What follows belongs to an exercise in optimizing a design on an open flow for small area; a production flow would make more cautious choices.
Function was checked by simulation only, so behaviour that the tests miss may differ from the original.

==> flow/design.v <==
module Controller(Vppg, Find_Setting, CLK, rst_n, DC_Comp, PGA_Gain, LED_RED, osc, cnt);
input        CLK;
input        rst_n;
input        Find_Setting;
input  [7:0] Vppg;
output reg       LED_RED;        
output reg [3:0] PGA_Gain;
output reg [6:0] DC_Comp;
output           osc;            
output     [3:0] cnt;            
localparam [2:0] INITIAL           = 3'b001;
localparam [2:0] IDLE              = 3'b010;
localparam [2:0] FIND_SETTING      = 3'b000;
localparam [2:0] SWEEP_DC_COMP     = 3'b011;
localparam [2:0] INCREASE_PGA_GAIN = 3'b100;
localparam [2:0] OSCILLATE         = 3'b101;
localparam [2:0] FIRST_DC_COMP     = 3'b110;
reg [9:0] counter;
reg [3:0] PGA_Gain_IR, PGA_Gain_RED;
reg [2:0] currentState, nextState;
reg [6:0] DC_left, DC_right;
reg [6:0] DC_half;               
reg [6:0] DC_Comp_IR, DC_Comp_RED;
reg [1:0] red_on_flag;
reg [9:0] min_index, max_index;
reg [7:0] temp_min, temp_max;
reg [3:0] gaintemp_max;
reg       start;
wire LED_IR = ~LED_RED;
assign osc = (currentState == OSCILLATE);
assign cnt = counter[3:0];
always @(posedge CLK or negedge rst_n) begin
    if (~rst_n) currentState <= INITIAL;
    else        currentState <= nextState;
end
wire [9:0]  idx_s;
wire        idx_co;
rc_add #(10) add_mid(.a(min_index), .b(max_index), .ci(1'b0), .s(idx_s), .co(idx_co));
wire [9:0]  mid = {idx_co, idx_s[9:1]};
wire [9:0]  e_s;
wire        e_co;
rc_add #(10) sub_e(.a(counter), .b(~mid), .ci(1'b1), .s(e_s), .co(e_co));
wire [10:0] e = {~e_co, e_s};
wire        e_ge7  = ~e[10] & ((|e[9:3]) | (&e[2:0]));
wire        e_gem7 = ~e[10] | ((&e[9:3]) & (|e[2:0]));
wire        mid_ge7 = (|mid[9:3]) | (&mid[2:0]);
wire        sw_in   = ~e_ge7 & e_gem7 & mid_ge7;
wire        sw_past = e_ge7;
wire [9:0]  f_s;
wire        f_co;
rc_add #(10) sub_f(.a(counter), .b(~max_index), .ci(1'b1), .s(f_s), .co(f_co));
wire        pg_in  = f_co & ~(|f_s[9:4]);
wire        pg_end = pg_in & (&f_s[3:0]);
wire [6:0]  dd_s;
wire        dd_co;
rc_add #(7) sub_dd(.a(DC_right), .b(~DC_left), .ci(1'b1), .s(dd_s), .co(dd_co));
wire        dc_go = ~dd_co | (|dd_s[6:1]);
wire        v_hi  = Vppg[7];
wire        v_lo  = ~Vppg[7] & ~(&Vppg[6:0]);
wire [6:0]  dcs_s;
wire        dcs_co;
rc_add #(7) add_dcs(.a(DC_Comp), .b(v_lo ? DC_left : DC_right), .ci(1'b0), .s(dcs_s), .co(dcs_co));
wire [7:0]  dc_sum = {dcs_co, dcs_s};
wire [7:0]  tmin_s, tmax_s;
wire        tmin_co, tmax_co;
rc_add #(8) cmp_min(.a(Vppg), .b(~temp_min), .ci(1'b1), .s(tmin_s), .co(tmin_co));   
rc_add #(8) cmp_max(.a(temp_max), .b(~Vppg), .ci(1'b1), .s(tmax_s), .co(tmax_co));   
wire        lt_min = ~tmin_co;
wire        gt_max = ~tmax_co;
wire [9:0]  cnt_inc;
wire        cnt_co;
rc_add #(10) inc_cnt(.a(counter), .b(10'd0), .ci(1'b1), .s(cnt_inc), .co(cnt_co));
wire [3:0]  pga_inc;
wire        pga_co;
rc_add #(4) inc_pga(.a(PGA_Gain), .b(4'd0), .ci(1'b1), .s(pga_inc), .co(pga_co));
wire        v_lt250 = ~(&Vppg[7:3] & (Vppg[2:1] != 2'b00));
always @(posedge CLK) begin
    if (counter == 10'd999) counter <= 10'd0;
    else                    counter <= cnt_inc;
    case (currentState)
    INITIAL: begin
        nextState    <= FIND_SETTING;
        counter      <= 10'd0;
        PGA_Gain_RED <= 4'd0;
        PGA_Gain_IR  <= 4'd0;
        DC_half      <= 7'd0;
        DC_Comp_IR   <= 7'd0;
        DC_Comp_RED  <= 7'd0;
        red_on_flag  <= 2'd1;
        temp_min     <= 8'd255;
        temp_max     <= 8'd0;
        min_index    <= 10'd0;
        max_index    <= 10'd0;
        LED_RED      <= 1'b1;
        PGA_Gain     <= 4'd0;
        gaintemp_max <= 4'd0;
        start        <= 1'b0;
        DC_Comp      <= 7'd0;
    end
    FIND_SETTING: begin
        if (Find_Setting) nextState <= IDLE;
    end
    IDLE: begin
        DC_left  <= 7'd0;
        DC_right <= 7'd127;
        case (red_on_flag)
        2'd0: begin
            nextState <= FIRST_DC_COMP;
            LED_RED   <= 1'b0;
            DC_Comp   <= 7'd0;
            temp_min  <= 8'd255;
            temp_max  <= 8'd0;
        end
        2'd1: begin
            nextState <= FIRST_DC_COMP;
            LED_RED   <= 1'b1;
            DC_Comp   <= 7'd0;
            temp_min  <= 8'd255;
            temp_max  <= 8'd0;
        end
        2'd2: begin
            if (lt_min && LED_RED) begin
                temp_min  <= Vppg;
                min_index <= counter;
                nextState <= IDLE;
            end
            if (gt_max && LED_RED) begin
                temp_max  <= Vppg;
                max_index <= counter;
                nextState <= IDLE;
            end
            if (counter == 10'd999 && LED_RED) nextState <= SWEEP_DC_COMP;
            if (LED_IR) nextState <= SWEEP_DC_COMP;
        end
        default: ;
        endcase
    end
    FIRST_DC_COMP: begin
        if (dc_go) begin
            if (v_lo) begin
                DC_right <= DC_Comp;
                DC_half  <= dc_sum[7:1];
                DC_Comp  <= DC_half;
            end else if (v_hi) begin
                DC_left  <= DC_Comp;
                DC_half  <= dc_sum[7:1];
                DC_Comp  <= DC_half;
            end else begin
                DC_left  <= DC_Comp;
                DC_right <= DC_Comp;
            end
        end else begin
            red_on_flag <= 2'd2;
            nextState   <= IDLE;
        end
    end
    SWEEP_DC_COMP: begin
        if (sw_in) begin
            if (v_lo) begin
                DC_right <= DC_Comp;
                DC_half  <= dc_sum[7:1];
                DC_Comp  <= DC_half;
            end else if (v_hi) begin
                DC_left  <= DC_Comp;
                DC_half  <= dc_sum[7:1];
                DC_Comp  <= DC_half;
            end else begin
                DC_left   <= DC_Comp;
                DC_right  <= DC_Comp;
                nextState <= INCREASE_PGA_GAIN;
            end
        end else if (sw_past) begin
            nextState <= INCREASE_PGA_GAIN;
        end
    end
    INCREASE_PGA_GAIN: begin
        if (pg_in) begin
            if (v_lt250) PGA_Gain <= pga_inc;
            else               gaintemp_max <= PGA_Gain;
            if (pg_end) begin
                PGA_Gain <= 4'd0;
                start    <= 1'b1;
            end
        end
        if (start) begin
            start        <= 1'b0;
            red_on_flag  <= 2'd0;
            counter      <= 10'd0;
            PGA_Gain     <= 4'd0;
            gaintemp_max <= 4'd0;
            if (LED_IR) begin
                DC_Comp_IR  <= DC_Comp;
                PGA_Gain_IR <= gaintemp_max;
                nextState   <= OSCILLATE;
                LED_RED     <= 1'b1;
            end else begin
                DC_Comp_RED  <= DC_Comp;
                PGA_Gain_RED <= gaintemp_max;
                nextState    <= IDLE;
                LED_RED      <= 1'b0;
            end
        end
    end
    OSCILLATE: begin
        if (counter == 10'd9) begin
            LED_RED <= ~LED_RED;
            counter <= 10'd0;
            if (LED_IR) begin
                DC_Comp  <= DC_Comp_RED;
                PGA_Gain <= PGA_Gain_RED;
            end else begin
                DC_Comp  <= DC_Comp_IR;
                PGA_Gain <= PGA_Gain_IR;
            end
        end
    end
    default: nextState <= IDLE;
    endcase
end
endmodule
module rc_add #(parameter W = 8) (
    input  [W-1:0] a,
    input  [W-1:0] b,
    input          ci,
    output [W-1:0] s,
    output         co
);
    wire [W:0] c;
    assign c[0] = ci;
    genvar i;
    generate
        for (i = 0; i < W; i = i + 1) begin : bit_
            assign s[i]   = a[i] ^ b[i] ^ c[i];
            assign c[i+1] = (a[i] & b[i]) | (c[i] & (a[i] ^ b[i]));
        end
    endgenerate
    assign co = c[W];
endmodule
module FIR_Filter(CLK, rst_n, osc, own, cnt, vin, out);
input         CLK;
input         rst_n;
input         osc;      
input         own;      
input  [3:0]  cnt;      
input  [7:0]  vin;      
output [19:0] out;
reg [18:0] y;
reg [15:0] dl;         
reg [7:0]  R;          
reg [8:0]  a, b, c;    
wire latch = osc & own & (cnt == 4'd9);
wire odd   = cnt[0];
wire       u_b = ~own & ~cnt[3] & ~(cnt[2] & cnt[1]);    
wire       v_b = own | cnt[3];                           
wire [9:0] u   = u_b ? {b[8], b} : {a[8], a};
wire [9:0] v   = v_b ? {b[8], b} : {c[8], c};
wire [9:0] w;
wire       w_co;
rc_add #(10) sub_w(.a(u), .b(~v), .ci(1'b1), .s(w), .co(w_co));
wire [15:0] w1  = {{6{w[9]}}, w};
wire [15:0] w2  = {{5{w[9]}}, w, 1'b0};
wire [15:0] w4  = {{4{w[9]}}, w, 2'b0};
wire [15:0] w8  = {{3{w[9]}}, w, 3'b0};
wire [15:0] w16 = {{2{w[9]}}, w, 4'b0};
wire [15:0] a1  = {{7{a[8]}}, a};
wire [15:0] a2  = {{6{a[8]}}, a, 1'b0};
wire [15:0] b1  = {{7{b[8]}}, b};
wire [15:0] c1  = {{7{c[8]}}, c};
wire [15:0] c2  = {{6{c[8]}}, c, 1'b0};
reg [15:0] X, Y;
reg        neg;
always @* begin
    X = 16'd0; Y = 16'd0; neg = 1'b0;
    case ({own, cnt})
    5'h10: begin X = w8;  Y = w4; end
    5'h12: begin X = w16;         end
    5'h14: begin X = w16; Y = w1; end
    5'h16: begin X = w16; Y = w2; end
    5'h18: begin X = w16; Y = w1; end
    5'h00: begin X = w16;         end
    5'h02: begin X = w8;  Y = w4; end
    5'h04: begin X = w4;  Y = w2; end
    5'h06: begin X = w8;          end
    5'h08: begin X = w4;  Y = w2; end
    5'h11: begin X = b1;            end
    5'h13: begin X = ~a1; neg = 1'b1; end
    5'h01: begin X = c1;            end
    5'h03: begin X = ~b1; neg = 1'b1; end
    5'h05: begin X = a2;            end
    5'h09: begin X = ~c2; neg = 1'b1; end
    default: ;
    endcase
end
wire [15:0] cs_s = dl ^ X ^ Y;
wire [15:0] cs_c = (dl & X) | (dl & Y) | (X & Y);
wire [15:0] dl_n;
wire        dl_co;
rc_add #(16) add_dl(.a(cs_s), .b({cs_c[14:0], neg}), .ci(1'b0), .s(dl_n), .co(dl_co));
wire [18:0] yin = odd ? 19'd0 : {{3{dl[15]}}, dl};
wire [18:0] y_n;
wire        y_co;
rc_add #(19) add_y(.a(y), .b(yin), .ci(1'b0), .s(y_n), .co(y_co));
wire [8:0] d_n;
wire       d_co;
rc_add #(9) sub_d(.a({1'b0, vin}), .b(~{1'b0, R}), .ci(1'b1), .s(d_n), .co(d_co));
always @(posedge CLK or negedge rst_n) begin
    if (!rst_n) begin
        y  <= 19'd0;
        dl <= 16'd0;
        R  <= 8'd0;
        a  <= 9'd0;
        b  <= 9'd0;
        c  <= 9'd0;
    end else begin
        y  <= y_n;
        dl <= dl_n;
        if (latch) begin
            R <= vin;
            a <= d_n;
            b <= a;
            c <= b;
        end
    end
end
assign out = {1'b0, y};
endmodule
module Controller_FIR (
    input  [7:0]  VPPG,
    input         Find_Setting,
    input         CLK,
    input         rst_n,
    output [6:0]  DC_Comp,
    output [3:0]  pga_Gain,
    output        LED_IR,
    output        LED_RED,
    output [19:0] Out_RED_Filtered,
    output [19:0] Out_IR_Filtered,
    output [3:0]  LED_Drive
);
    wire       osc;
    wire [3:0] cnt;
    assign LED_IR    = ~LED_RED;
    assign LED_Drive = 4'd8;
    Controller ct(.Vppg(VPPG), .Find_Setting(Find_Setting), .CLK(CLK), .rst_n(rst_n),
                  .DC_Comp(DC_Comp), .PGA_Gain(pga_Gain), .LED_RED(LED_RED),
                  .osc(osc), .cnt(cnt));
    FIR_Filter red(.CLK(CLK), .rst_n(rst_n), .osc(osc), .own(LED_RED), .cnt(cnt),
                   .vin(VPPG), .out(Out_RED_Filtered));
    FIR_Filter ir (.CLK(CLK), .rst_n(rst_n), .osc(osc), .own(LED_IR), .cnt(cnt),
                   .vin(VPPG), .out(Out_IR_Filtered));
endmodule
==> flow/run.sh <==
#!/bin/bash
# synth_recipe.tcl (not shown) runs the flow's synth.tcl, then flattens the netlist and writes it again
# the make line also repeats each setting of config.mk as NAME=value (left out here)
make -C /OpenROAD-flow-scripts/flow DESIGN_CONFIG=/design/flow/config.mk WORK_HOME=/design/flow/orfs CLKGATE_MAP_FILE= SYNTH_SCRIPT=/design/flow/synth_recipe.tcl finish
==> flow/config.mk <==
export PLATFORM = sky130hd
export DESIGN_NAME = Controller_FIR
export DESIGN_NICKNAME = Controller_FIR
export VERILOG_FILES = /design/flow/design.v
export SDC_FILE = /design/flow/constraint.sdc
export NUM_CORES = 4
export LEC_CHECK = 0
export CAP_MARGIN = 20
export CORE_MARGIN = 2
export CORE_UTILIZATION = 40
export SLEW_MARGIN = 20
==> flow/constraint.sdc <==
create_clock -name core_clock -period 10.0 [get_ports {CLK}]
set_input_delay 2.0000 -clock core_clock [delete_from_list [all_inputs] [get_ports {CLK}]]
set_output_delay 2.0000 -clock core_clock [all_outputs]
set_load 0.01 [all_outputs]
==> flow_summary_export.csv, run 1 <==
group,metric,value,unit
synth,synth_cells,1395,
layout,nNetsFinal,1660,
global_routing,wire_length_of_the_first_global_routing_pass,56200,um
clock_network,clock_tree_from_tritoncts,"done",
global_routing,first_global_vias,10400,
floorplanning,num_io_pins,68,
clock_network,cts.hold.buffers_added,0,
clock_network,cts_repair_resize_count,0,
synth,post_synth_design_cell_area,16000,um^2
setup_path,timing.critical_path.slowest_cell_delay,0.51,ns
synth,synthTopCellsByArea,"sky130_fd_sc_hd__dfrtp_1 22%, sky130_fd_sc_hd__fa_1 20%, sky130_fd_sc_hd__edfxtp_1 19%",
status,outcome,"complete, no violations",
route,number_of_vias_per_cell_after_detailed_routing,5.14,
synth,post_synth_edffs,101,
route,initialDrtViolationCount,756,
timing,worst_pin_slew,0.984,ns
setup_path,worst_setup_path_end_kind,"flop",
timing,totalNegativeSetupSlack,0,ns
floorplanning,effective_utilization_at_floorplan,0.404,
synth,yosysMostFrequentCell,"sky130_fd_sc_hd__inv_1",
synth,yosysTopAreaCell,"sky130_fd_sc_hd__dfrtp_1",
floorplanning,chipHeight,204,um
placement,finalWeightedCongestion,0.879,
timing,minimum_hold_slack,0.350,ns
hold_path,hp-start,"ct.nextState[0]$_DFFE_PP_",
timing,drv_slew,0,
route,detail_route.wirelength,34200,um
run,maxCapViolCount,0,
layout,fillers,3664,
clock_network,clock_tree.buffer_depth,3,
setup_path,critical_path.most_common_cell,"sky130_fd_sc_hd__fa_1",
synth,synth-seq-area-share,0.426,
layout,layout-area-overhead-vs-synth,13.9,%
synth,synth.ff_latch_count,254,
route,firstDrtPassIters,5,
timing,rsz0062_at_grt,"no",
hold_path,hp-class,"flop to flop",
timing,worst_clock_skew,0.00981,ns
placement,dp_hpwl,25700,um
timing,period_share,0.941,
clock_network,cts_root_buf,"sky130_fd_sc_hd__clkbuf_16",
layout,total_area_of_multi_input_combinational_cells,8200,um^2
route,drc,0,
setup_path,regToRegStartpoint,"ct.LED_RED$_DFFE_PP_",
timing,setup_viol_count_final,0,
route,drtAntennaViolNets,0,
floorplanning,fp.coreArea,39500,um^2
clock_network,htree_levels,1,
synth,ys.warnings.count,2,
floorplanning,die_area,41600,um^2
global_routing,grt_start_max_net_pins,74,
synth,synthArstFlopShare,0.563,
synth,dominantRegCellSynth,"sky130_fd_sc_hd__dfrtp_1",
global_routing,grt.total_usage,0.170,
timing,clock.fmax,106,MHz
floorplanning,chipWidth,204,um
layout,drive_above_1_share,0.0815,
timing,timing.slew.headroom,0.327,
clock_network,clkTransAtPathRegs,0.06,ns
global_routing,grt_antenna_before_repair,0,
synth,synth_top_cell_area_share,0.222,
timing,period_minus_slack,9.41,ns
setup_path,crit_path_start,"ct.LED_RED$_DFFE_PP_",
clock_network,cts_num_sinks,254,
global_routing,grt_remaining_overflow,0,
synth,post_synth_most_frequent_cells,"171 x sky130_fd_sc_hd__inv_1, 161 x sky130_fd_sc_hd__fa_1, 142 x sky130_fd_sc_hd__dfrtp_1, 132 x sky130_fd_sc_hd__nor2_1, 101 x sky130_fd_sc_hd__edfxtp_1",
route,route.vias.total,10300,
clock_network,num_cts_buffers,29,
floorplanning,core.rowCount,73,
placement,port-buffer-count,61,
setup_path,maximum_fanout_count_along_the_critical_path,20,
synth,syn-mean-instance-area,11.5,um^2
setup_path,critPathArrivalTime,9.90,ns
route,wl_per_cell,17.1,um
layout,regArea,6810,um^2
clock_network,clock_insertion_delay_at_the_later_pin_of_the_skew_report,0.58,ns
setup_path,crit_path_start_kind,"flop",
layout,num_antenna_cells,0,
setup_path,critPathRequiredTime,10.49,ns
timing,final_hold_viol_count,0,
setup_path,critPathKind,"flop to flop",
setup_path,cpMaxStageDelayCell,"sky130_fd_sc_hd__fa_1",
synth,ys_types,85,
clock_network,postCtsSetupBuffers,0,
[flip-flops by register name, summed over array words and instances, names as in the netlist, 10 cells and up]
register	cells
ir.dl	16
ct.counter	10
ct.max_index	10
red.dl	16
ct.min_index	10
red.y	19
ir.y	19
[worst paths after layout]
kind / end / slack, ns / cells after the start
setup reg to reg: ir.dl[15]$_DFF_PN0_ / 0.59 / 30
hold reg to reg: ct.currentState[0]$_DFF_PN1_ / 0.35 / 0
min in group asynchronous: red.y[15]$_DFF_PN0_ / 1.41 / 1
setup / recovery: ir.dl[15]$_DFF_PN0_ / 0.59 / 30
max in group asynchronous: ir.c[1]$_DFFE_PN0P_ / 7.22 / 2
hold / removal: ct.currentState[0]$_DFF_PN1_ / 0.35 / 0
[placed cells by master (no fill, tap or decap), drive strengths merged, types with 8 or more instances in the layout]
cell,netlist,routed
clkbuf,28,32
nor2b,10,10
fa,161,161
o21ai,58,58
edfxtp,101,101
o221ai,12,12
dfxtp,10,10
and2,25,25
nor4,12,12
a21oi,37,37
clkdlybuf4s50,0,60
inv,175,177
nand2,92,92
a211oi,8,8
nor2,137,137
nand2b,8,8
nor3,31,31
o22ai,37,37
buf,39,28
xnor2,9,9
mux2,64,64
clkinv,0,8
and3,9,9
mux2i,47,47
ha,37,37
dfrtp,142,142
[kinds of logic (layout without fill, tap and decap cells)]
| group | count (synthesis) | count (layout) | synth area share |
|---|---|---|---|
| AO/OA/AOI/OAI | 213 | 213 | 0.0883 |
| multiplexers | 111 | 111 | 0.0745 |
| adder cells (fa/ha/maj) | 198 | 198 | 0.231 |
| AND/OR/NAND/NOR | 363 | 363 | 0.111 |
| XOR/XNOR | 12 | 12 | 0.00658 |
| buffers and inverters | 242 | 315 | 0.0626 |
| flip-flops | 254 | 254 | 0.426 |
| other | 2 | 6 | 0.000470 |
[critical path, delay by kind of cell, from the launching register on]
kind | cells | cell delay, ns
AO/OA/AOI/OAI | 1 | 0.20
XOR/XNOR | 3 | 0.49
adder cells (fa/ha/maj) | 17 | 6.64
buffers and inverters | 5 | 0.66
flip-flops | 1 | 0.41
multiplexers | 1 | 0.23
AND/OR/NAND/NOR | 3 | 0.69
[layout make-up]
cell class / count / share of cell area
Sequential cell: 254 / 0.374
Clock inverter: 20 / 0.0172
Multi-Input combinational cell: 903 / 0.450
Inverter: 175 / 0.0361
Timing Repair Buffer: 88 / 0.0454
Clock buffer: 32 / 0.0405
Tap cell: 525 / 0.0361
[metrics by stage]
step                std cells  area (um^2)  setup slack [ns]   util
floorplan                1399        16000             0.961      -
global placement         1944        17100             0.699  0.433
detailed placement       1944        17100             0.608  0.433
CTS                      1996        18200             0.581  0.460
global route             1997        18200             0.177  0.460
finish                   1997        18200             0.593  0.460
[metal layers]
metal	GRT usage	share of wire
met5	0	0
met3	0.0239	0.042
met1	0.233	0.45
met2	0.285	0.48
met4	0.0469	0.030
==> inputs of run 2 (changes only) <==
--- a/flow/design.v
+++ b/flow/design.v
@@ -237,25 +237,26 @@
     assign co = c[W];
 endmodule
-module FIR_Filter(CLK, rst_n, osc, own, cnt, vin, out);
+module FIR_Filter(CLK, rst_n, osc, led_red, cnt, vin, out_red, out_ir);
 input         CLK;
 input         rst_n;
-input         osc;      
-input         own;      
-input  [3:0]  cnt;      
-input  [7:0]  vin;      
-output [19:0] out;
-reg [18:0] y;
-reg [15:0] dl;         
-reg [7:0]  R;          
-reg [8:0]  a, b, c;    
-wire latch = osc & own & (cnt == 4'd9);
+input         osc;       
+input         led_red;   
+input  [3:0]  cnt;       
+input  [7:0]  vin;       
+output [19:0] out_red;
+output [19:0] out_ir;
+reg [18:0] y_red, y_ir;
+reg [15:0] d0, d1;                
+reg [7:0]  s1, s2;
+reg [8:0]  a1, a2, b1, b2, c0;    
+wire latch = osc & (cnt == 4'd9);
 wire odd   = cnt[0];
-wire       u_b = ~own & ~cnt[3] & ~(cnt[2] & cnt[1]);    
-wire       v_b = own | cnt[3];                           
-wire [9:0] u   = u_b ? {b[8], b} : {a[8], a};
-wire [9:0] v   = v_b ? {b[8], b} : {c[8], c};
+wire own   = led_red ^ odd;       
+wire [2:0] p = cnt[3:1];
+wire [8:0] u = own ? a2 : ((p[2] | (p[1] & p[0])) ? a1 : b1);
+wire [8:0] v = own ? b2 : ((p == 3'd4) ? b1 : c0);
 wire [9:0] w;
 wire       w_co;
-rc_add #(10) sub_w(.a(u), .b(~v), .ci(1'b1), .s(w), .co(w_co));
+rc_add #(10) sub_w(.a({u[8], u}), .b(~{v[8], v}), .ci(1'b1), .s(w), .co(w_co));
 wire [15:0] w1  = {{6{w[9]}}, w};
 wire [15:0] w2  = {{5{w[9]}}, w, 1'b0};
@@ -263,65 +264,70 @@
 wire [15:0] w8  = {{3{w[9]}}, w, 3'b0};
 wire [15:0] w16 = {{2{w[9]}}, w, 4'b0};
-wire [15:0] a1  = {{7{a[8]}}, a};
-wire [15:0] a2  = {{6{a[8]}}, a, 1'b0};
-wire [15:0] b1  = {{7{b[8]}}, b};
-wire [15:0] c1  = {{7{c[8]}}, c};
-wire [15:0] c2  = {{6{c[8]}}, c, 1'b0};
-reg [15:0] X, Y;
+reg [15:0] X, Y, Z;
 reg        neg;
 always @* begin
-    X = 16'd0; Y = 16'd0; neg = 1'b0;
-    case ({own, cnt})
-    5'h10: begin X = w8;  Y = w4; end
-    5'h12: begin X = w16;         end
-    5'h14: begin X = w16; Y = w1; end
-    5'h16: begin X = w16; Y = w2; end
-    5'h18: begin X = w16; Y = w1; end
-    5'h00: begin X = w16;         end
-    5'h02: begin X = w8;  Y = w4; end
-    5'h04: begin X = w4;  Y = w2; end
-    5'h06: begin X = w8;          end
-    5'h08: begin X = w4;  Y = w2; end
-    5'h11: begin X = b1;            end
-    5'h13: begin X = ~a1; neg = 1'b1; end
-    5'h01: begin X = c1;            end
-    5'h03: begin X = ~b1; neg = 1'b1; end
-    5'h05: begin X = a2;            end
-    5'h09: begin X = ~c2; neg = 1'b1; end
+    X = 16'd0; Y = 16'd0; Z = 16'd0; neg = 1'b0;
+    case ({own, p})
+    4'b1_000: begin X = w8;  Y = w4; Z = {{7{b2[8]}}, b2}; end
+    4'b1_001: begin X = w16;         Z = ~{{7{a2[8]}}, a2}; neg = 1'b1; end
+    4'b1_010: begin X = w16; Y = w1; end
+    4'b1_011: begin X = w16; Y = w2; end
+    4'b1_100: begin X = w16; Y = w1; end
+    4'b0_000: begin X = w16;         Z = {{7{c0[8]}}, c0}; end
+    4'b0_001: begin X = w8;  Y = w4; Z = ~{{7{b1[8]}}, b1}; neg = 1'b1; end
+    4'b0_010: begin X = w4;  Y = w2; Z = {{6{a1[8]}}, a1, 1'b0}; end
+    4'b0_011: begin X = w8;          end
+    4'b0_100: begin X = w4;  Y = w2; Z = ~{{6{c0[8]}}, c0, 1'b0}; neg = 1'b1; end
     default: ;
     endcase
 end
-wire [15:0] cs_s = dl ^ X ^ Y;
-wire [15:0] cs_c = (dl & X) | (dl & Y) | (X & Y);
-wire [15:0] dl_n;
-wire        dl_co;
-rc_add #(16) add_dl(.a(cs_s), .b({cs_c[14:0], neg}), .ci(1'b0), .s(dl_n), .co(dl_co));
-wire [18:0] yin = odd ? 19'd0 : {{3{dl[15]}}, dl};
-wire [18:0] y_n;
-wire        y_co;
-rc_add #(19) add_y(.a(y), .b(yin), .ci(1'b0), .s(y_n), .co(y_co));
-wire [8:0] d_n;
-wire       d_co;
-rc_add #(9) sub_d(.a({1'b0, vin}), .b(~{1'b0, R}), .ci(1'b1), .s(d_n), .co(d_co));
+wire [15:0] s_1 = d0 ^ X ^ Y;
+wire [15:0] c_1 = (d0 & X) | (d0 & Y) | (X & Y);
+wire [15:0] c_1s = {c_1[14:0], neg};
+wire [15:0] s_2 = s_1 ^ c_1s ^ Z;
+wire [15:0] c_2 = (s_1 & c_1s) | (s_1 & Z) | (c_1s & Z);
+wire [15:0] d_n;
+wire        d_co;
+rc_add #(16) add_d(.a(s_2), .b({c_2[14:0], 1'b0}), .ci(1'b0), .s(d_n), .co(d_co));
+wire [18:0] yr_in = odd ? 19'd0 : {{3{d0[15]}}, d0};
+wire [18:0] yi_in = odd ? 19'd0 : {{3{d1[15]}}, d1};
+wire [18:0] yr_n, yi_n;
+wire        yr_co, yi_co;
+rc_add #(19) add_yr(.a(y_red), .b(yr_in), .ci(1'b0), .s(yr_n), .co(yr_co));
+rc_add #(19) add_yi(.a(y_ir),  .b(yi_in), .ci(1'b0), .s(yi_n), .co(yi_co));
+wire [8:0] e_n;
+wire       e_co;
+rc_add #(9) sub_e(.a({1'b0, vin}), .b(~{1'b0, s2}), .ci(1'b1), .s(e_n), .co(e_co));
 always @(posedge CLK or negedge rst_n) begin
     if (!rst_n) begin
-        y  <= 19'd0;
-        dl <= 16'd0;
-        R  <= 8'd0;
-        a  <= 9'd0;
-        b  <= 9'd0;
-        c  <= 9'd0;
+        y_red <= 19'd0;
+        y_ir  <= 19'd0;
+        d0    <= 16'd0;
+        d1    <= 16'd0;
+        s1    <= 8'd0;
+        s2    <= 8'd0;
+        a1    <= 9'd0;
+        a2    <= 9'd0;
+        b1    <= 9'd0;
+        b2    <= 9'd0;
+        c0    <= 9'd0;
     end else begin
-        y  <= y_n;
-        dl <= dl_n;
+        y_red <= yr_n;
+        y_ir  <= yi_n;
+        d0    <= d1;
+        d1    <= d_n;
         if (latch) begin
-            R <= vin;
-            a <= d_n;
-            b <= a;
-            c <= b;
+            s1 <= vin;
+            s2 <= s1;
+            a1 <= e_n;
+            a2 <= a1;
+            b1 <= a2;
+            b2 <= b1;
+            c0 <= b2;
         end
     end
 end
-assign out = {1'b0, y};
+assign out_red = {1'b0, y_red};
+assign out_ir  = {1'b0, y_ir};
 endmodule
 module Controller_FIR (
@@ -345,7 +351,5 @@
                   .DC_Comp(DC_Comp), .PGA_Gain(pga_Gain), .LED_RED(LED_RED),
                   .osc(osc), .cnt(cnt));
-    FIR_Filter red(.CLK(CLK), .rst_n(rst_n), .osc(osc), .own(LED_RED), .cnt(cnt),
-                   .vin(VPPG), .out(Out_RED_Filtered));
-    FIR_Filter ir (.CLK(CLK), .rst_n(rst_n), .osc(osc), .own(LED_IR), .cnt(cnt),
-                   .vin(VPPG), .out(Out_IR_Filtered));
+    FIR_Filter fir(.CLK(CLK), .rst_n(rst_n), .osc(osc), .led_red(LED_RED), .cnt(cnt),
+                   .vin(VPPG), .out_red(Out_RED_Filtered), .out_ir(Out_IR_Filtered));
 endmodule
--- a/flow/config.mk
+++ b/flow/config.mk
@@ -8,4 +8,7 @@
 export CAP_MARGIN = 20
 export CORE_MARGIN = 2
-export CORE_UTILIZATION = 40
+export CORE_UTILIZATION = 50
+export CTS_BUF_LIST = sky130_fd_sc_hd__clkbuf_8
+export CTS_CLUSTER_DIAMETER = 60
+export CTS_CLUSTER_SIZE = 30
 export SLEW_MARGIN = 20
==> run 2 against run 1 <==
Compared with the run above:
- still clean
- utilization is 11 points higher
- maximum frequency shrank 1.8%
- cell area is 14% lower
==> flow_summary_export.csv, run 2 <==
group,metric,value,unit
global_routing,wire_length_of_the_first_global_routing_pass,48700,um
layout,layout-area-overhead-vs-synth,12.0,%
setup_path,critPathRequiredTime,10.45,ns
floorplanning,num_io_pins,68,
synth,syn-mean-instance-area,11.2,um^2
synth,yosysTopAreaCell,"sky130_fd_sc_hd__dfrtp_1",
floorplanning,effective_utilization_at_floorplan,0.507,
run,maxCapViolCount,0,
route,number_of_vias_per_cell_after_detailed_routing,5.28,
synth,post_synth_edffs,101,
timing,setup_viol_count_final,0,
layout,largestRegisters,"fir.y_ir x19, fir.y_red x19",
hold_path,hp-class,"flop to flop",
clock_network,clock_tree_from_tritoncts,"done",
route,wl_per_cell,17.1,um
placement,port-buffer-count,61,
clock_network,htree_levels,1,
clock_network,clkTransAtPathRegs,0.10,ns
global_routing,grt_start_max_net_pins,72,
synth,dominantRegCellSynth,"sky130_fd_sc_hd__dfrtp_1",
global_routing,grt_remaining_overflow,0,
timing,period_share,0.958,
setup_path,timing.critical_path.buf_inv,3,
clock_network,cts_num_sinks,245,
setup_path,maximum_fanout_count_along_the_critical_path,20,
setup_path,worst_setup_path_end_kind,"flop",
timing,final_hold_viol_count,0,
route,detail_route.wirelength,29300,um
setup_path,timing.critical_path.slowest_cell_delay,0.61,ns
setup_path,critPathKind,"flop to flop",
synth,synthTopCellsByArea,"sky130_fd_sc_hd__dfrtp_1 24%, sky130_fd_sc_hd__edfxtp_1 22%, sky130_fd_sc_hd__fa_1 18%",
layout,nNetsFinal,1494,
clock_network,cts_root_buf,"sky130_fd_sc_hd__clkbuf_8",
global_routing,grt.total_usage,0.210,
global_routing,first_global_vias,9010,
synth,synth.ff_latch_count,245,
floorplanning,chipWidth,172,um
synth,post_synth_most_frequent_cells,"188 x sky130_fd_sc_hd__nand2_1, 149 x sky130_fd_sc_hd__inv_1, 133 x sky130_fd_sc_hd__dfrtp_1, 129 x sky130_fd_sc_hd__fa_1, 101 x sky130_fd_sc_hd__edfxtp_1",
synth,post_synth_design_cell_area,14000,um^2
status,outcome,"complete, no violations",
route,drc,0,
floorplanning,chipHeight,172,um
timing,worst_pin_slew,0.943,ns
timing,totalNegativeSetupSlack,0,ns
synth,yosysMostFrequentCell,"sky130_fd_sc_hd__nand2_1",
synth,synth_cells,1256,
setup_path,critical_path.most_common_cell,"sky130_fd_sc_hd__fa_1",
synth,synth-seq-area-share,0.469,
timing,period_minus_slack,9.58,ns
route,firstDrtPassIters,7,
clock_network,clock_tree.buffer_depth,3,
floorplanning,core.rowCount,61,
timing,drv_slew,0,
global_routing,grt_antenna_before_repair,0,
synth,ys.warnings.count,2,
floorplanning,die_area,29500,um^2
clock_network,clock_insertion_delay_at_the_later_pin_of_the_skew_report,0.57,ns
placement,finalWeightedCongestion,0.868,
setup_path,crit_family,"adder cells",
floorplanning,fp.coreArea,27700,um^2
timing,worst_clock_skew,0.0229,ns
setup_path,reg2reg_slack,0.42,ns
layout,stdcell_area,15700,um^2
synth,ys_types,64,
route,route.vias.total,9059,
layout,fillers,2403,
setup_path,crit_path_start_kind,"flop",
route,initialDrtViolationCount,700,
placement,dp_hpwl,21400,um
timing,rsz0062_at_grt,"no",
setup_path,critPathArrivalTime,10.03,ns
placement,placedInstanceArea,15100,um^2
layout,mostFrequentLayoutCells,"188 x sky130_fd_sc_hd__nand2_1, 151 x sky130_fd_sc_hd__inv_1, 133 x sky130_fd_sc_hd__dfrtp_1",
route,drtAntennaViolNets,0,
clock_network,num_cts_buffers,25,
layout,drive_above_1_share,0.0680,
layout,layout.core_utilization,0.568,
clock_network,postCtsSetupBuffers,0,
layout,num_antenna_cells,0,
clock_network,cts.hold.buffers_added,0,
timing,clock.fmax,104,MHz
timing,timing.slew.headroom,0.367,
synth,synthArstFlopShare,0.547,
layout,most_common_cell_after_layout_fill_and_taps_aside,"sky130_fd_sc_hd__nand2_1",
synth,synth_top_cell_area_share,0.237,
setup_path,cpMaxStageDelayCell,"sky130_fd_sc_hd__fa_2",
==> run 2: changes by cell type in the layout (fill, tap and decap cells not counted), moves of 27 or more <==
cell / delta
sky130_fd_sc_hd__nand2_1: +97
sky130_fd_sc_hd__fa_1: -33
sky130_fd_sc_hd__o21ai_0: +30
sky130_fd_sc_hd__clkbuf_16: -29
sky130_fd_sc_hd__mux2_1: -45
sky130_fd_sc_hd__nor2b_1: +27
sky130_fd_sc_hd__nor2_1: -61
==> run 2: area by class of cell <==
class	instances	area (um^2)	share of cell area
repair buffers	86	800	0.0508
inverters	153	574	0.0365
clock inverters	21	246	0.0157
clock buffers	25	344	0.0219
well taps	378	473	0.0301
flip-flops and latches	245	6590	0.419
multi-input cells	809	6700	0.426
==> run 2: cell families (layout without fill, tap and decap cells) <==
group | count (synthesis) | count (layout) | share of synthesized area
AND/OR/NAND/NOR | 377 | 377 | 0.120
flip-flops | 245 | 245 | 0.469
buffers and inverters | 206 | 285 | 0.0574
AO/OA/AOI/OAI | 193 | 193 | 0.0875
adder cells (fa/ha/maj) | 163 | 163 | 0.214
multiplexers | 54 | 54 | 0.0395
XOR/XNOR | 16 | 16 | 0.0118
other | 2 | 6 | 0.000535
==> run 2: final timing paths <==
path,end,depth (start not counted),from
worst min register to register,ct.currentState[2]$_DFF_PN0_,0,ct.nextState[2]$_DFFE_PP_
max in group asynchronous,fir.c0[1]$_DFFE_PN0P_,2,rst_n
worst max register to register,fir.d1[15]$_DFF_PN0_,29,ct.LED_RED$_DFFE_PP_
min in group asynchronous,fir.y_red[4]$_DFF_PN0_,1,rst_n
worst max-delay path,fir.d1[15]$_DFF_PN0_,29,ct.LED_RED$_DFFE_PP_
worst min-delay path,ct.currentState[2]$_DFF_PN0_,0,ct.nextState[2]$_DFFE_PP_
==> run 2: per-layer routing <==
layer / share of wire / vias up / GRT usage
met4: 0.025 / 0 / 0.0542
met5: 0 / - / 0
met3: 0.036 / 43 / 0.0246
met2: 0.48 / 186 / 0.334
li1: - / 4295 / -
met1: 0.46 / 4535 / 0.309
==> run 2: what timing repair did <==
item / CTS / global route
endpoints found under the hold margin: 0 / 0
resized for setup: 0 / 5
setup endpoints to repair: 0 / 1
==> run 2: per-stage QoR <==
| step | instances | worst slack [ns] | hold slack, ns |
|---|---|---|---|
| 3_5_place_dp | 1671 | 0.290 | 0.336 |
| 2_1_floorplan | 1260 | 0.253 | 0.331 |
| 5_1_grt | 1717 | 0.0188 | 0.364 |
| 4_1_cts | 1717 | 0.306 | 0.358 |
| 3_3_place_gp | 1671 | 0.533 | 0.333 |
| 6_report | 1717 | 0.425 | 0.357 |
==> inputs of run 3 (changes only) <==
--- a/flow/config.mk
+++ b/flow/config.mk
@@ -8,7 +8,5 @@
 export CAP_MARGIN = 20
 export CORE_MARGIN = 2
-export CORE_UTILIZATION = 50
-export CTS_BUF_LIST = sky130_fd_sc_hd__clkbuf_8
-export CTS_CLUSTER_DIAMETER = 60
-export CTS_CLUSTER_SIZE = 30
+export CORE_UTILIZATION = 40
+export CTS_BUF_LIST = sky130_fd_sc_hd__clkbuf_4
 export SLEW_MARGIN = 20
==> run 3 against run 2 <==
Compared with the run above:
- via count grew 3.2%
- synthesized cell count is the same
- sequential share of layout area shrank 1.1 points
- flip-flop and latch count is the same
- routed wire length grew 2.4%
- critical endpoint unchanged
==> flow_summary_export.csv, run 3 <==
group,metric,value,unit
floorplanning,chipHeight,191,um
clock_network,htree_levels,3,
layout,nNetsFinal,1540,
clock_network,clkTransAtPathRegs,0.07,ns
layout,layout-area-overhead-vs-synth,15.1,%
run,maxCapViolCount,0,
layout,regArea,6590,um^2
synth,synth-seq-area-share,0.469,
timing,drv_slew,0,
synth,post_synth_design_cell_area,14000,um^2
setup_path,maximum_fanout_count_along_the_critical_path,21,
global_routing,grt_start_max_net_pins,72,
clock_network,clock_tree.buffer_depth,3,
setup_path,critPathRequiredTime,10.60,ns
route,initialDrtViolationCount,550,
synth,ys.warnings.count,2,
setup_path,crit_family,"adder cells",
synth,synth_cells,1256,
placement,detailedPlace.worstSlack,0.257,ns
floorplanning,core.rowCount,68,
layout,total_area_of_multi_input_combinational_cells,6700,um^2
placement,finalWeightedCongestion,0.922,
timing,worst_clock_skew,0.0548,ns
synth,syn-mean-instance-area,11.2,um^2
synth,yosysTopAreaCell,"sky130_fd_sc_hd__dfrtp_1",
global_routing,grt_antenna_before_repair,2,
route,wl_per_cell,16.1,um
clock_network,cts_repair_resize_count,0,
setup_path,critPathKind,"flop to flop",
global_routing,wire_length_of_the_first_global_routing_pass,50200,um
hold_path,min_delay_path_depth,0,
setup_path,timing.critical_path.slowest_cell_delay,0.59,ns
setup_path,crit_path_start_kind,"flop",
setup_path,critical_path.most_common_cell,"sky130_fd_sc_hd__fa_1",
timing,period_share,0.955,
setup_path,cpMaxStageDelayCell,"sky130_fd_sc_hd__fa_2",
clock_network,cts_root_buf,"sky130_fd_sc_hd__clkbuf_4",
clock_network,clock_tree_from_tritoncts,"done",
timing,totalNegativeSetupSlack,0,ns
layout,most_common_cell_after_layout_fill_and_taps_aside,"sky130_fd_sc_hd__nand2_1",
route,highest_routing_layer_actually_used,"met4",
global_routing,grt.total_usage,0.174,
setup_path,worst_setup_path_end_kind,"flop",
clock_network,num_cts_buffers,70,
synth,post_synth_most_frequent_cells,"188 x sky130_fd_sc_hd__nand2_1, 149 x sky130_fd_sc_hd__inv_1, 133 x sky130_fd_sc_hd__dfrtp_1, 129 x sky130_fd_sc_hd__fa_1, 101 x sky130_fd_sc_hd__edfxtp_1",
timing,timing.slew.headroom,0.357,
timing,rsz0062_at_grt,"no",
layout,fillers,3263,
clock_network,clock_insertion_delay_at_the_later_pin_of_the_skew_report,0.74,ns
placement,port-buffer-count,61,
floorplanning,die_area,36600,um^2
setup_path,critPathArrivalTime,10.16,ns
synth,dominantRegCellSynth,"sky130_fd_sc_hd__dfrtp_1",
synth,ys_types,64,
layout,largestRegisters,"fir.y_ir x19, fir.y_red x19",
route,detail_route.wirelength,30000,um
clock_network,cts.hold.buffers_added,0,
timing,fin_ws,0.447,ns
status,outcome,"complete, no violations",
clock_network,postCtsSetupBuffers,0,
route,route.met3.wl,1330,um
route,route.vias.total,9346,
global_routing,first_global_vias,9787,
route,number_of_vias_per_cell_after_detailed_routing,5.01,
timing,period_minus_slack,9.55,ns
route,drtAntennaViolNets,0,
setup_path,crit_cells,29,
route,drc,0,
timing,final_hold_viol_count,0,
route,firstDrtPassIters,5,
hold_path,hp-class,"flop to flop",
synth,synth.ff_latch_count,245,
synth,synthArstFlopShare,0.547,
synth,post_synth_edffs,101,
placement,dp_hpwl,21800,um
timing,clock.fmax,105,MHz
synth,yosysMostFrequentCell,"sky130_fd_sc_hd__nand2_1",
layout,mostFrequentLayoutCells,"188 x sky130_fd_sc_hd__nand2_1, 149 x sky130_fd_sc_hd__inv_1, 133 x sky130_fd_sc_hd__dfrtp_1",
route,met1Wirelength,13100,um
global_routing,grt_remaining_overflow,0,
setup_path,r2r.worst_path.cells,29,
floorplanning,fp.coreArea,34500,um^2
floorplanning,num_io_pins,68,
floorplanning,effective_utilization_at_floorplan,0.407,
timing,setup_viol_count_final,0,
synth,synthTopCellsByArea,"sky130_fd_sc_hd__dfrtp_1 24%, sky130_fd_sc_hd__edfxtp_1 22%, sky130_fd_sc_hd__fa_1 18%",
route,met2_length,14500,um
synth,synth_top_cell_area_share,0.237,
floorplanning,chipWidth,191,um
timing,worst_pin_slew,0.957,ns
layout,drive_above_1_share,0.109,
setup_path,timing.critical_path.buf_inv,3,
clock_network,cts_num_sinks,245,
-- run 3: worst paths after layout --
path	end	slack [ns]	from
setup / recovery	fir.d1[15]$_DFF_PN0_	0.45	ct.LED_RED$_DFFE_PP_
hold / removal	ct.currentState[2]$_DFF_PN0_	0.35	ct.nextState[2]$_DFFE_PP_
setup reg to reg	fir.d1[15]$_DFF_PN0_	0.45	ct.LED_RED$_DFFE_PP_
hold reg to reg	ct.currentState[2]$_DFF_PN0_	0.35	ct.nextState[2]$_DFFE_PP_
max in group asynchronous	fir.a1[2]$_DFFE_PN0P_	7.41	rst_n
min in group asynchronous	fir.c0[0]$_DFFE_PN0P_	1.29	rst_n
-- run 3: metal layers --
layer | global-route usage | vias to the layer above
li1 | - | 4435
met5 | 0 | -
met1 | 0.225 | 4593
met2 | 0.282 | 238
met4 | 0.0817 | 0
met3 | 0.0356 | 80
-- run 3: kinds of logic (layout without fill, tap and decap cells) --
family          after synthesis  count (layout)  share of synthesized area
simple gates                377             377                      0.120
flops                       245             245                      0.469
buf+inv                     206             355                     0.0574
compound gates              193             193                     0.0875
fa+ha+maj                   163             163                      0.214
mux                          54              54                     0.0395
xor+xnor                     16              16                     0.0118
other cells                   2               7                   0.000535
-- run 3: stage by stage --
step           cell area (um^2)  hold WS, ns  std cells   util
6_report                  16200        0.352       1865  0.468
5_1_grt                   16200        0.355       1865  0.468
4_1_cts                   16100        0.353       1864  0.467
3_5_place_dp              15200        0.340       1749  0.440
3_3_place_gp              15200        0.335       1749  0.440
2_1_floorplan             14100        0.331       1260      -
-- run 3: cell type report --
| class | instances | area share |
|---|---|---|
| repair buffers | 87 | 0.0502 |
| inverters | 153 | 0.0355 |
| well taps | 455 | 0.0352 |
| flip-flops and latches | 245 | 0.408 |
| clock inverters | 21 | 0.0135 |
| clock buffers | 94 | 0.0436 |
| diodes | 1 | 0.000155 |
| multi-input cells | 809 | 0.414 |
==> inputs of run 4 (changes only) <==
--- a/flow/config.mk
+++ b/flow/config.mk
@@ -9,4 +9,3 @@
 export CORE_MARGIN = 2
 export CORE_UTILIZATION = 40
-export CTS_BUF_LIST = sky130_fd_sc_hd__clkbuf_4
 export SLEW_MARGIN = 20
==> run 4 against run 3 <==
Compared with the run above:
- clock skew shrank 0.043 ns
- worst hold slack gained 0.0067 ns
- cell count shrank 3.5%
- critical path type unchanged
- worst setup slack gained 0.013 ns
- still clean
==> flow_summary_export.csv, run 4 <==
group,metric,value,unit
status,outcome,"complete, no violations",
placement,dp_hpwl,21800,um
setup_path,critPathRequiredTime,10.46,ns
synth,synth_top_family_by_area,"adder cells",
timing,final_hold_viol_count,0,
setup_path,maximum_fanout_count_along_the_critical_path,8,
placement,port-buffer-count,61,
route,met2_length,14500,um
timing,period_minus_slack,9.54,ns
route,detail_route.wirelength,29500,um
placement,finalWeightedCongestion,0.922,
layout,num_antenna_cells,0,
synth,synth.area.mux_share,0.0395,
route,initialDrtViolationCount,610,
clock_network,cts_repair_resize_count,0,
layout,mostFrequentLayoutCells,"188 x sky130_fd_sc_hd__nand2_1, 149 x sky130_fd_sc_hd__inv_1, 133 x sky130_fd_sc_hd__dfrtp_1",
timing,worst_clock_skew,0.0121,ns
synth,synth_cells,1256,
floorplanning,chipWidth,191,um
clock_network,htree_levels,1,
run,maxCapViolCount,0,
clock_network,num_cts_buffers,27,
timing,drv_slew,0,
synth,ys_types,64,
route,highest_routing_layer_actually_used,"met4",
synth,post_synth_design_cell_area,14000,um^2
synth,yosysTopAreaCell,"sky130_fd_sc_hd__dfrtp_1",
synth,yosysMostFrequentCell,"sky130_fd_sc_hd__nand2_1",
floorplanning,core.rowCount,68,
clock_network,cts_num_sinks,245,
clock_network,clock_tree.buffer_depth,3,
synth,synth-simple-area-share,0.120,
layout,layout-area-overhead-vs-synth,15.1,%
route,drc,0,
timing,timing.slew.headroom,0.346,
synth,synthTopCellsByArea,"sky130_fd_sc_hd__dfrtp_1 24%, sky130_fd_sc_hd__edfxtp_1 22%, sky130_fd_sc_hd__fa_1 18%",
synth,dominantRegCellSynth,"sky130_fd_sc_hd__dfrtp_1",
floorplanning,chipHeight,191,um
global_routing,grt_antenna_before_repair,1,
layout,regArea,6590,um^2
clock_network,cts.hold.buffers_added,0,
hold_path,hp-class,"flop to flop",
global_routing,grt_start_max_net_pins,72,
layout,fillers,3214,
setup_path,cpMaxStageDelayCell,"sky130_fd_sc_hd__fa_2",
setup_path,critical_path.most_common_cell,"sky130_fd_sc_hd__fa_1",
timing,clock.fmax,105,MHz
layout,nNetsFinal,1497,
clock_network,postCtsSetupBuffers,0,
route,number_of_vias_per_cell_after_detailed_routing,5.05,
synth,synth-compound-area-share,0.0875,
floorplanning,die_area,36600,um^2
clock_network,clock_tree_from_tritoncts,"done",
setup_path,critPathArrivalTime,10.00,ns
synth,syn-mean-instance-area,11.2,um^2
timing,period_share,0.954,
floorplanning,effective_utilization_at_floorplan,0.407,
setup_path,crit_path_start_kind,"flop",
route,route.met3.wl,1170,um
setup_path,timing.critical_path.slowest_cell_delay,0.59,ns
global_routing,wire_length_of_the_first_global_routing_pass,49400,um
synth,synth_top_cell_area_share,0.237,
floorplanning,fp.coreArea,34500,um^2
global_routing,grt.total_usage,0.169,
synth,synth-seq-area-share,0.469,
synth,post_synth_edffs,101,
global_routing,first_global_vias,9362,
timing,totalNegativeSetupSlack,0,ns
clock_network,clock_insertion_delay_at_the_later_pin_of_the_skew_report,0.55,ns
setup_path,worst_setup_path_end_kind,"flop",
clock_network,cts_root_buf,"sky130_fd_sc_hd__clkbuf_16",
timing,rsz0062_at_grt,"no",
timing,worst_pin_slew,0.973,ns
layout,drive_above_1_share,0.0692,
layout,total_area_of_multi_input_combinational_cells,6700,um^2
route,route.vias.total,9091,
route,drtAntennaViolNets,0,
synth,synth-adder-area-share,0.214,
synth,post_synth_most_frequent_cells,"188 x sky130_fd_sc_hd__nand2_1, 149 x sky130_fd_sc_hd__inv_1, 133 x sky130_fd_sc_hd__dfrtp_1, 129 x sky130_fd_sc_hd__fa_1, 101 x sky130_fd_sc_hd__edfxtp_1",
synth,ys.warnings.count,2,
synth,synth.ff_latch_count,245,
timing,setup_viol_count_final,0,
route,met1Wirelength,13100,um
floorplanning,num_io_pins,68,
layout,most_common_cell_after_layout_fill_and_taps_aside,"sky130_fd_sc_hd__nand2_1",
synth,synthXorXnorAreaFrac,0.0118,
setup_path,critPathKind,"flop to flop",
synth,synthArstFlopShare,0.547,
clock_network,clkTransAtPathRegs,0.06,ns
route,firstDrtPassIters,5,
global_routing,grt_remaining_overflow,0,
layout,largestRegisters,"fir.y_ir x19, fir.y_red x19",
route,wl_per_cell,16.4,um
run 4: cell counts after synthesis:
Identical to the previous run, type by type.
run 4: cell type report:
class                   count  area share
clock buffers              39      0.0490
well taps                 455      0.0352
flip-flops and latches    245       0.408
multi-input cells         809       0.414
repair buffers             87      0.0499
clock inverters            11     0.00851
inverters                 153      0.0355
run 4: worst max-delay path, delay by kind of cell (launching register included):
kind | cells | cell delay, ns
compound gates | 2 | 0.27
fa+ha+maj | 17 | 7.20
xor+xnor | 5 | 0.82
flops | 1 | 0.39
simple gates | 1 | 0.28
buf+inv | 3 | 0.31
mux | 1 | 0.17
run 4: final timing paths:
check	start	depth (start not counted)	endpoint	slack (ns)
max reg2reg	ct.counter[3]$_DFF_P_	29	fir.d1[15]$_DFF_PN0_	0.46
max	ct.counter[3]$_DFF_P_	29	fir.d1[15]$_DFF_PN0_	0.46
max in group asynchronous	rst_n	2	fir.s1[0]$_DFFE_PN0P_	7.26
min	ct.nextState[1]$_DFFE_PP_	0	ct.currentState[1]$_DFF_PN0_	0.36
min in group asynchronous	rst_n	1	fir.y_ir[7]$_DFF_PN0_	1.45
min reg2reg	ct.nextState[1]$_DFFE_PP_	0	ct.currentState[1]$_DFF_PN0_	0.36
run 4: through the flow:
step | util | instance area [um^2] | instances | setup WS [ns] | hold WS (ns)
floorplan | - | 14100 | 1260 | 0.253 | 0.331
global placement | 0.440 | 15200 | 1749 | 0.440 | 0.335
detailed placement | 0.440 | 15200 | 1749 | 0.257 | 0.340
CTS | 0.467 | 16100 | 1799 | 0.253 | 0.360
global route | 0.468 | 16200 | 1799 | 0.00760 | 0.361
finish | 0.468 | 16200 | 1799 | 0.459 | 0.359
run 4: logic make-up (layout without fill, tap and decap cells):
family / count (synthesis) / count (layout)
compound gates: 193 / 193
xor+xnor: 16 / 16
other cells: 2 / 6
buf+inv: 206 / 290
fa+ha+maj: 163 / 163
mux: 54 / 54
flops: 245 / 245
simple gates: 377 / 377
run 4: routing by layer:
layer  vias up  GRT usage
met1      4537      0.228
met2       191      0.285
met4         0     0.0470
met3        49     0.0233
met5         -          0
li1       4314          -

==> afterwards: timing with drivers on the ports <==
Ports are ideal in the flow. The routed layouts listed here were re-timed in OpenROAD.
Step 1: set_driving_cell puts a clkbuf_16 on CLK and a buf_2 on each other input, an assumption about the parent block.
Step 2 times the ports against the registers' clock, not the clock port: input delays grow and output delays shrink by t, the midpoint of the rising clock arrivals with the driver on.
Three values: ideal ports, drivers, drivers and shift; two values: the first two.
run | t (ns) | slack for setup (ns) | hold WS [ns] | latest minus earliest clock arrival (ns)
run 1 | 0.625 | 0.593 / 0.593 / 0.593 | 0.350 / 0.350 / 0.350 | 0.012 / 0.012
run 2 | 0.611 | 0.425 / 0.425 / 0.425 | 0.357 / 0.357 / 0.357 | 0.023 / 0.023
run 3 | 0.754 | 0.447 / 0.447 / 0.447 | 0.352 / 0.352 / 0.352 | 0.057 / 0.057
run 4 | 0.593 | 0.459 / 0.459 / 0.459 | 0.359 / 0.359 / 0.359 | 0.012 / 0.012
After both steps every run listed still meets setup and hold.
